Context: an optimization exercise on an open-source flow, tuned for small area. The choices shown serve that exercise and are no tape-out recipe.
Function was checked by simulation only, so behaviour that the tests miss may differ from the original.
Power figures rest on the tool's default switching activity, not on a simulated workload.

run 1:
// I2C_Master_Top
module I2C_Master_Top(
	input        MAX10_CLK1_50,
	input        RESET,
	output [6:0] HEX0,
	output [6:0] HEX1,
	output [6:0] HEX2,
	output [6:0] HEX3,
	output [6:0] HEX4,
	output       SDA_OEN,
	input        SDA_IN,
	output       SCL_OEN
);
==> flow/config.mk <==
export PLATFORM = sky130hd
export DESIGN_NAME = I2C_Master_Top
export DESIGN_NICKNAME = I2C_Master_Top
export VERILOG_FILES = /design/flow/design.v
export SDC_FILE = /design/flow/constraint.sdc
export NUM_CORES = 4
export LEC_CHECK = 0
export CAP_MARGIN = 20
export CORE_MARGIN = 2
export CORE_UTILIZATION = 45
export SLEW_MARGIN = 20
==> flow/constraint.sdc <==
create_clock -name core_clock -period 20.0 [get_ports {MAX10_CLK1_50}]
set_input_delay 4.0000 -clock core_clock [delete_from_list [all_inputs] [get_ports {MAX10_CLK1_50}]]
set_output_delay 4.0000 -clock core_clock [all_outputs]
set_load 0.01 [all_outputs]
standard.sh (not shown) runs the stock make flow with config.mk's settings and CLKGATE_MAP_FILE= SYNTH_SCRIPT=/design/flow/synth_recipe.tcl, a recipe that flattens the netlist after the stock synthesis.
==> flow/flow/run.sh <==
#!/bin/bash
# Layout flow: the standard layout (standard.sh, ORFS), with these changes:
#  - synthesis: flow/synth.tcl, the standard synthesis with an area-oriented
#    ABC script, and without Yosys's adder extraction (ADDER_MAP_FILE empty),
#    which otherwise fixes XOR gates as half-adder cells before ABC runs;
#  - port buffers use the smallest buffer cell (buf_1);
#  - clock tree: CTS inserts no dummy loads.
# Each ORFS step's full output is in orfs/logs/; make's own output is in
# flow_make.log.
set -euo pipefail
cd "$(dirname "$0")/.."
work=$(pwd)
sed -e "s|SYNTH_SCRIPT=[^ ]*|SYNTH_SCRIPT=$work/flow/synth.tcl ADDER_MAP_FILE=|" standard.sh > flow_standard.sh
export BUFFER_PORTS_ARGS="-buffer_cell sky130_fd_sc_hd__buf_1"
export CTS_ARGS="-sink_clustering_enable -repair_clock_nets -dont_use_dummy_load -buf_list sky130_fd_sc_hd__clkbuf_16"
bash flow_standard.sh > flow_make.log 2>&1
==> flow/flow/abc_area.script <==
&get -n
&st
&dch -x
&nf -R 1000 -p
&st
&dch -x
&nf -R 1000 -p
&put
==> flow/flow/synth.tcl <==
# The standard synthesis (synth_recipe.tcl in the work folder, which sources
# ORFS's synth.tcl), with one change: ABC maps the logic with abc_area.script
# (choice computation and area-recovering mapping, twice, without the buffering
# and gate up-sizing of abc_speed.script, which only add area at this period).
# Registers are mapped before ABC runs, so they are the standard synthesis's.
set ::my_flow_dir [file dirname [file normalize [info script]]]
proc ::use_area_abc_script {name1 name2 op} {
	set i [lsearch -exact $::abc_args -script]
	if {$i >= 0} {
		lset ::abc_args [expr {$i + 1}] [file join $::my_flow_dir abc_area.script]
	}
}
trace add variable ::abc_args write ::use_area_abc_script
source [file join [file dirname $::my_flow_dir] synth_recipe.tcl]
### run 1 -> run 2
--- a/flow/flow/run.sh
+++ b/flow/flow/run.sh
@@ -13,4 +13,4 @@
 sed -e "s|SYNTH_SCRIPT=[^ ]*|SYNTH_SCRIPT=$work/flow/synth.tcl ADDER_MAP_FILE=|" standard.sh > flow_standard.sh
 export BUFFER_PORTS_ARGS="-buffer_cell sky130_fd_sc_hd__buf_1"
-export CTS_ARGS="-sink_clustering_enable -repair_clock_nets -dont_use_dummy_load -buf_list sky130_fd_sc_hd__clkbuf_16"
+export CTS_ARGS="-sink_clustering_enable -repair_clock_nets -dont_use_dummy_load -buf_list sky130_fd_sc_hd__clkbuf_8 -sink_buffer_max_cap_derate 3.0"
 bash flow_standard.sh > flow_make.log 2>&1
Results
Seen in the log of run 2: CTS-0109 during 4_1_cts, after which the run never completed.
The global placer's final weighted congestion on run 2 is in line with that on run 1.
From run 2 to run 1, mux share of post-synthesis cell area did not move at all.
Any difference in sequential element share of the synthesized area between run 1 and run 2 is small enough to ignore.
From run 2 to run 1, number of nets produced by synthesis did not move at all.
Synthesized cell count: run 2 vs run 1 identical
Re setup slack after placement: no difference whatsoever between run 1 and run 2.
Count of boundary I/O pins: run 1 vs run 2 — no meaningful difference
Input-level comparison between run 3 and run 2:
--- a/flow/flow/run.sh
+++ b/flow/flow/run.sh
@@ -13,4 +13,4 @@
 sed -e "s|SYNTH_SCRIPT=[^ ]*|SYNTH_SCRIPT=$work/flow/synth.tcl ADDER_MAP_FILE=|" standard.sh > flow_standard.sh
 export BUFFER_PORTS_ARGS="-buffer_cell sky130_fd_sc_hd__buf_1"
-export CTS_ARGS="-sink_clustering_enable -repair_clock_nets -dont_use_dummy_load -buf_list sky130_fd_sc_hd__clkbuf_8 -sink_buffer_max_cap_derate 3.0"
+export CTS_ARGS="-sink_clustering_enable -sink_clustering_size 60 -sink_clustering_max_diameter 300 -repair_clock_nets -dont_use_dummy_load -buf_list sky130_fd_sc_hd__clkbuf_16"
 bash flow_standard.sh > flow_make.log 2>&1
Findings:
Run 3: no failed stages, no open violations at the end
Diff run 3..run 2 | post-placement cell area | unchanged
As far as sum of net half-perimeters after detailed placement goes, run 2 and run 3 are indistinguishable; the numbers are identical.
Run 3 -> run 2: share of the synthesized netlist area taken by xor and xnor gates delta 0, exact match
Run 2 -> run 3: number of top-level design ports delta 0, exact match
Reported for run 2 and run 3, cell count after synthesis turned out identical to the last digit.
On number of nets in the synthesized netlist, run 2 tracks run 3 almost exactly.
Comparing run 3 with run 2, the sequential fraction of the synthesis area came out essentially unchanged.
[compare] base=run 2 new=run 3: worst setup slack before clock tree synthesis saw little to no change; area after synthesis barely changed.
> inputs changed (run 3 -> run 4)
--- a/flow/flow/run.sh
+++ b/flow/flow/run.sh
@@ -13,4 +13,4 @@
 sed -e "s|SYNTH_SCRIPT=[^ ]*|SYNTH_SCRIPT=$work/flow/synth.tcl ADDER_MAP_FILE=|" standard.sh > flow_standard.sh
 export BUFFER_PORTS_ARGS="-buffer_cell sky130_fd_sc_hd__buf_1"
-export CTS_ARGS="-sink_clustering_enable -sink_clustering_size 60 -sink_clustering_max_diameter 300 -repair_clock_nets -dont_use_dummy_load -buf_list sky130_fd_sc_hd__clkbuf_16"
+export CTS_ARGS="-sink_clustering_enable -repair_clock_nets -dont_use_dummy_load -buf_list sky130_fd_sc_hd__clkbuf_8"
 bash flow_standard.sh > flow_make.log 2>&1
Met2 track utilization from global routing (lower): run 4. In the tables for run 3 and run 4, power share of the sequential group reads higher with run 4. Upper clock frequency limit across run 3 and run 4: no real change. In run 4 the final worst-path setup slack turned out 0.015 ns lower than in run 3. | total power after layout | run 4 vs run 3 | better |. Going from run 3 to run 4, leakage power summed over all cells shrank by a few percent. In the tables for run 3 and run 4, via count reads lower with run 3. The global routing usage summed across all routing layers of run 3 and that of run 4 are within noise of each other.

---

P:
Another version of the RTL of I2C_Master_Top (not shown whole).
Size in the first run: about 280 cells after synthesis, roughly 55 flip-flops, ~40 I/O pins, roughly 2800 um2 of cells after synthesis.
clock: 20.0 ns
lec_check: 0
cap_margin: 20
core_margin: 2
core_utilization: 45
slew_margin: 20
==> flow/flow/run.sh <==
#!/bin/bash
# Layout flow: the standard layout (standard.sh, ORFS), with these changes:
#  - synthesis: flow/synth.tcl, the standard synthesis with an area-oriented
#    ABC script, and without Yosys's adder extraction (ADDER_MAP_FILE empty),
#    which otherwise fixes XOR gates as half-adder cells before ABC runs;
#  - port buffers use the smallest buffer cell (buf_1);
#  - clock tree: clkbuf_8 buffers only, and CTS inserts no dummy loads.
# Each ORFS step's full output is in orfs/logs/; make's own output is in
# flow_make.log.
set -euo pipefail
cd "$(dirname "$0")/.."
work=$(pwd)
sed -e "s|SYNTH_SCRIPT=[^ ]*|SYNTH_SCRIPT=$work/flow/synth.tcl ADDER_MAP_FILE=|" standard.sh > flow_standard.sh
export BUFFER_PORTS_ARGS="-buffer_cell sky130_fd_sc_hd__buf_1"
export CTS_ARGS="-sink_clustering_enable -repair_clock_nets -dont_use_dummy_load -buf_list sky130_fd_sc_hd__clkbuf_8"
bash flow_standard.sh > flow_make.log 2>&1
==> flow/flow/abc_area.script <==
&get -n
&st
&dch -x -f
&nf -R 1000 -p -C 32 -F 8 -A 8
&st
&dch -x -f
&nf -R 1000 -p -C 32 -F 8 -A 8
&put
Scripts as last shown in full above: flow/flow/synth.tcl
Per the final summary, P finished and its layout is clean on timing, DRC and antenna.
#### Input delta (Q over P)
- changing CORE_UTILIZATION from 45 to 65
==> flow/flow/abc_area.script <==
&get -n
&st
&dc2
&dch -x
&nf -R 1000
&st
&b
&dch -x -f
&nf -R 1000 -p
&put
Findings:
- Measured against each other, Q and P differ in die outline area, the higher figure coming from P.
- From P to Q the numbers moved as follows: count of placed standard cells including taps has decreased; area inside the core boundary has decreased; first-iteration DRC count has decreased.
- Of the two candidates, P has the better register-to-register setup slack and Q the worse one.
- | number of multi-input combinational cells in the layout | lower: P |
The inputs of R differ from those of Q as listed below.
- swapping 65 for 80 in CORE_UTILIZATION
==> flow/flow/abc_area.script <==
&get -n
&st
&dch -x -f
&nf -R 1000 -p -C 32 -F 8 -A 8
&st
&dch -x -f
&nf -R 1000 -p -C 32 -F 8 -A 8
&put
--- outcome ---
- R has starting utilization of the core area above what Q had.
- Measured against each other, Q and R differ in clock share of power, the higher figure coming from R.
- Per the comparison of R with Q, setup slack moved up, share of synthesized flip-flops with an asynchronous set or reset level.
- In R the cell area turned out about 0.54% higher than in Q.
- NOTE: detail-routed net length per standard cell in R exceeds that of Q
- Diff Q -> R | die boundary height | down by a little under 10%
- On R: sequential share of layout area is 0.26 points lower than what Q gave.
- After synthesis and placement, the instance count of R is below that of Q.
Changes in S relative to R:
- CORE_UTILIZATION: 80 -> 65
## What came out
- S vs. R: number of global-route vias before repair down 365; combinational group share of total power down 0.4 points; area of all placed cells without fillers flat; hold slack down 0.0053 ns.

---

run A:
The RTL this note starts from:
==> flow/design.v <==
module Decoder_7seg (output wire [6:0] out, input [3:0] in);
wire x3 = in[3], x2 = in[2], x1 = in[1], x0 = in[0];
assign out[0] = ~x3 & ~x1 & (x2 ^ x0);                  
assign out[1] = x2 & (x1 ^ x0);                         
assign out[2] = ~x2 & x1 & ~x0;                         
assign out[3] = x2 ? ~(x1 ^ x0) : (~x3 & ~x1 & x0);     
assign out[4] = x0 | (x2 & ~x1);                        
assign out[5] = (x1 & (x0 | ~x2)) | (~x3 & ~x2 & x0);   
assign out[6] = x2 ? (x1 & x0) : (~x3 & ~x1);           
endmodule
module I2C_Master (
	input            Clk,
	input            Reset,
	output reg       I2C_SDA_OEn,
	output           I2C_SCL_OEn,
	output           z,
	output reg [1:0] q,
	output reg [6:0] c,
	output reg       W,
	output           upd_time        
);
reg [6:0] u;
assign z = (u == 7'd21);
assign upd_time = (u == 7'd126) & (q == 2'd0);
always @(posedge Clk) begin
	if (Reset)
		u <= 7'd42;
	else
		u <= {u[5:0], u[6] ^ u[5] ^ z};
end
wire       inc = z & (q == 2'd3);
wire [7:0] cn  = {1'b0, c} + {7'd0, inc};
always @(posedge Clk) begin
	if (Reset) begin
		q <= 2'd0;
		c <= 7'd88;
		W <= 1'b1;
	end
	else begin
		q <= q + {1'b0, z};
		c <= cn[6:0] | {2'b00, cn[7], cn[7], cn[7], 1'b0, cn[7]};    
		W <= W & ~cn[7];
	end
end
reg sda_d, sda_a;
always @(*) begin
	sda_d = 1'b0;
	sda_a = 1'b0;
	if (W) begin
		case (c)
			7'd89:  sda_a = 1'b1;                                               
			7'd90, 7'd91, 7'd93, 7'd94, 7'd95, 7'd96, 7'd97,                   
			7'd99, 7'd100, 7'd101, 7'd102, 7'd103, 7'd104, 7'd105, 7'd106,     
			7'd108, 7'd109, 7'd110, 7'd111, 7'd112, 7'd113, 7'd114, 7'd115,    
			7'd117, 7'd118, 7'd119, 7'd121, 7'd122:                            
				begin sda_d = 1'b1; sda_a = 1'b1; end
			7'd126: sda_d = 1'b1;                                               
			default: ;
		endcase
	end
	else begin
		case (c)
			7'd29, 7'd48: sda_a = 1'b1;                                         
			7'd30, 7'd31, 7'd33, 7'd34, 7'd35, 7'd36, 7'd37,                   
			7'd39, 7'd40, 7'd41, 7'd42, 7'd43, 7'd45, 7'd46,                   
			7'd49, 7'd50, 7'd52, 7'd53, 7'd54, 7'd55,                          
			7'd66:                                                              
				begin sda_d = 1'b1; sda_a = 1'b1; end
			7'd76: sda_d = 1'b1;                                                
			default: ;
		endcase
	end
end
always @(posedge Clk) begin
	if (Reset)
		I2C_SDA_OEn <= 1'b0;
	else if (z & ~q[0])
		I2C_SDA_OEn <= q[1] ? sda_a : sda_d;
end
wire scl = ~q[1] & ~(q[0] & z);
assign I2C_SCL_OEn = (scl & ~(W & (c == 7'd88))) | ((q == 2'd3) & z);
endmodule
module I2C_Master_Top(
	input        MAX10_CLK1_50,
	input        RESET,
	output [6:0] HEX0,
	output [6:0] HEX1,
	output [6:0] HEX2,
	output [6:0] HEX3,
	output [6:0] HEX4,
	output       SDA_OEN,
	input        SDA_IN,
	output       SCL_OEN
);
wire       z;
wire [1:0] q;
wire [6:0] c;
wire       W;
wire       upd_time;
I2C_Master i2c_controller (
	.Clk(MAX10_CLK1_50), .Reset(RESET),
	.I2C_SDA_OEn(SDA_OEN), .I2C_SCL_OEn(SCL_OEN),
	.z(z), .q(q), .c(c), .W(W), .upd_time(upd_time));
wire poll   = z & (q == 2'd1) & ~W;
reg in_l, in_h;
always @(*) begin
	in_l = 1'b0;
	in_h = 1'b0;
	case (c)
		7'd58, 7'd59, 7'd60, 7'd61, 7'd62, 7'd63, 7'd64, 7'd65: in_l = 1'b1;    
		7'd67, 7'd68, 7'd69, 7'd70, 7'd71, 7'd72, 7'd73, 7'd74: in_h = 1'b1;    
		default: ;
	endcase
end
wire samp_l = poll & in_l;
wire samp_h = poll & in_h;
wire fstep  = z & ~W & ((c == 7'd75) | (c == 7'd76));  
wire upd    = upd_time & ~W & (c == 7'd77);
wire k2 = fstep & ~(c[0] & (q == 2'd0));
wire k3 = fstep & ~c[0] & (q != 2'd0);
reg [18:0] R;
reg [18:0] BCD;
function [3:0] dd;
	input [3:0] d;
	input       k;
	reg g;
	begin
		g = k & (d[3] | (d[2] & (d[1] | d[0])));
		dd[3] = d[3] | g;
		dd[2] = g ? (d[3] & d[0]) : d[2];
		dd[1] = g ? ((d[1] & d[0]) | (d[3] & ~d[0])) : d[1];
		dd[0] = d[0] ^ g;
	end
endfunction
wire [18:0] X = {R[18:16], dd(R[15:12], k3), dd(R[11:8], k2), dd(R[7:4], 1'b1), dd(R[3:0], 1'b1)};
always @(posedge MAX10_CLK1_50) begin
	if (samp_l | samp_h | fstep)
		R[10:0] <= samp_l ? 11'd0 : {X[9:0], samp_h ? SDA_IN : R[18]};
	if (samp_l | fstep)
		R[18:11] <= {X[17:11], samp_l ? SDA_IN : X[10]};
end
always @(posedge MAX10_CLK1_50) begin
	if (RESET | upd)
		BCD <= RESET ? 19'd0 : R;
end
Decoder_7seg decoder_1(.out(HEX0), .in(BCD[3:0]));
Decoder_7seg decoder_2(.out(HEX1), .in(BCD[7:4]));
Decoder_7seg decoder_3(.out(HEX2), .in(BCD[11:8]));
Decoder_7seg decoder_4(.out(HEX3), .in(BCD[15:12]));
Decoder_7seg decoder_5(.out(HEX4), .in({1'b0, BCD[18:16]}));
endmodule
make LEC_CHECK=0 CAP_MARGIN=20 CORE_MARGIN=2 CORE_UTILIZATION=45 CTS_BUF_LIST=sky130_fd_sc_hd__clkbuf_8 CTS_CLUSTER_DIAMETER=100 CTS_CLUSTER_SIZE=30 SLEW_MARGIN=20 finish   # period 20.0 ns
run.sh (not shown) runs the stock make flow with config.mk's settings and CLKGATE_MAP_FILE= SYNTH_SCRIPT=/design/flow/synth_recipe.tcl, a recipe that flattens the netlist after the stock synthesis.
Stock flow here: none of the scripts above is used.
Changes in run B relative to run A:
- changing CTS_BUF_LIST from sky130_fd_sc_hd__clkbuf_8 to sky130_fd_sc_hd__clkbuf_4
- changing CTS_CLUSTER_SIZE from 30 to 20
- removing CTS_CLUSTER_DIAMETER (formerly 100)
Notes after the runs:
- Higher setup slack after layout goes to run A over run B.
- Cell area after layout (lower): run B
- Run B: sequential fraction of total cell area 0.45 points above run A
- Summary of run B over run A: wire length the detailed router placed on met1 fell about 0.8%; routed length per placed instance neither gained nor lost much.
Setup changes, run B to run C
- removing CTS_CLUSTER_SIZE (formerly 20)
- removing CTS_BUF_LIST (formerly sky130_fd_sc_hd__clkbuf_4)
### Flow results
Sort run C and run B by core utilization, ascending, and run B comes first.
Delta (run C minus run B): routed wire length did not really move, smallest setup slack after layout rose by 0.083 ns.

separate check: timing with driven ports:
Ports are ideal in the flow. The routed layouts listed here were re-timed in OpenROAD.
Step 1: set_driving_cell puts a clkbuf_16 on MAX10_CLK1_50 and a buf_2 on each other input, an assumption about the parent block.
Step 2, shift: input delay + t, output delay - t, t = (earliest + latest rising clock arrival at the registers) / 2. This alone moves slack from input paths to output paths.
a / b / c = ideal ports / drivers / drivers and shift; a / b = the first two.
| run | t (ns) | setup slack, ns | hold WS [ns] | latest minus earliest clock arrival (ns) | pins driven straight from the clock port |
|---|---|---|---|---|---|
| run 1 | 0.312 | 13.764 / 13.731 / 14.043 | 0.447 / 0.447 / 0.447 | 0.011 / 0.010 | 1 |
| run 3 | 0.312 | 13.764 / 13.731 / 14.043 | 0.447 / 0.447 / 0.447 | 0.011 / 0.010 | 1 |
| run 4 | 0.318 | 13.749 / 13.721 / 14.039 | 0.451 / 0.451 / 0.451 | 0.012 / 0.012 | 1 |
| P | 0.324 | 13.952 / 13.924 / 14.248 | 0.459 / 0.459 / 0.459 | 0.017 / 0.017 | 1 |
| Q | 0.327 | 13.717 / 13.689 / 14.016 | 0.451 / 0.451 / 0.451 | 0.015 / 0.016 | 1 |
| R | 0.335 | 13.935 / 13.908 / 14.243 | 0.470 / 0.470 / 0.470 | 0.020 / 0.019 | 1 |
| S | 0.322 | 13.955 / 13.928 / 14.249 | 0.464 / 0.464 / 0.464 | 0.015 / 0.015 | 1 |
| run A | 0.352 | 13.404 / 13.375 / 13.631 | 0.444 / 0.444 / 0.444 | 0.012 / 0.012 | 1 |
| run B | 0.421 | 13.322 / 13.295 / 13.639 | 0.452 / 0.452 / 0.452 | 0.017 / 0.016 | 1 |
| run C | 0.352 | 13.405 / 13.376 / 13.632 | 0.444 / 0.444 / 0.444 | 0.012 / 0.013 | 1 |
After both steps setup and hold are still met in every run listed.
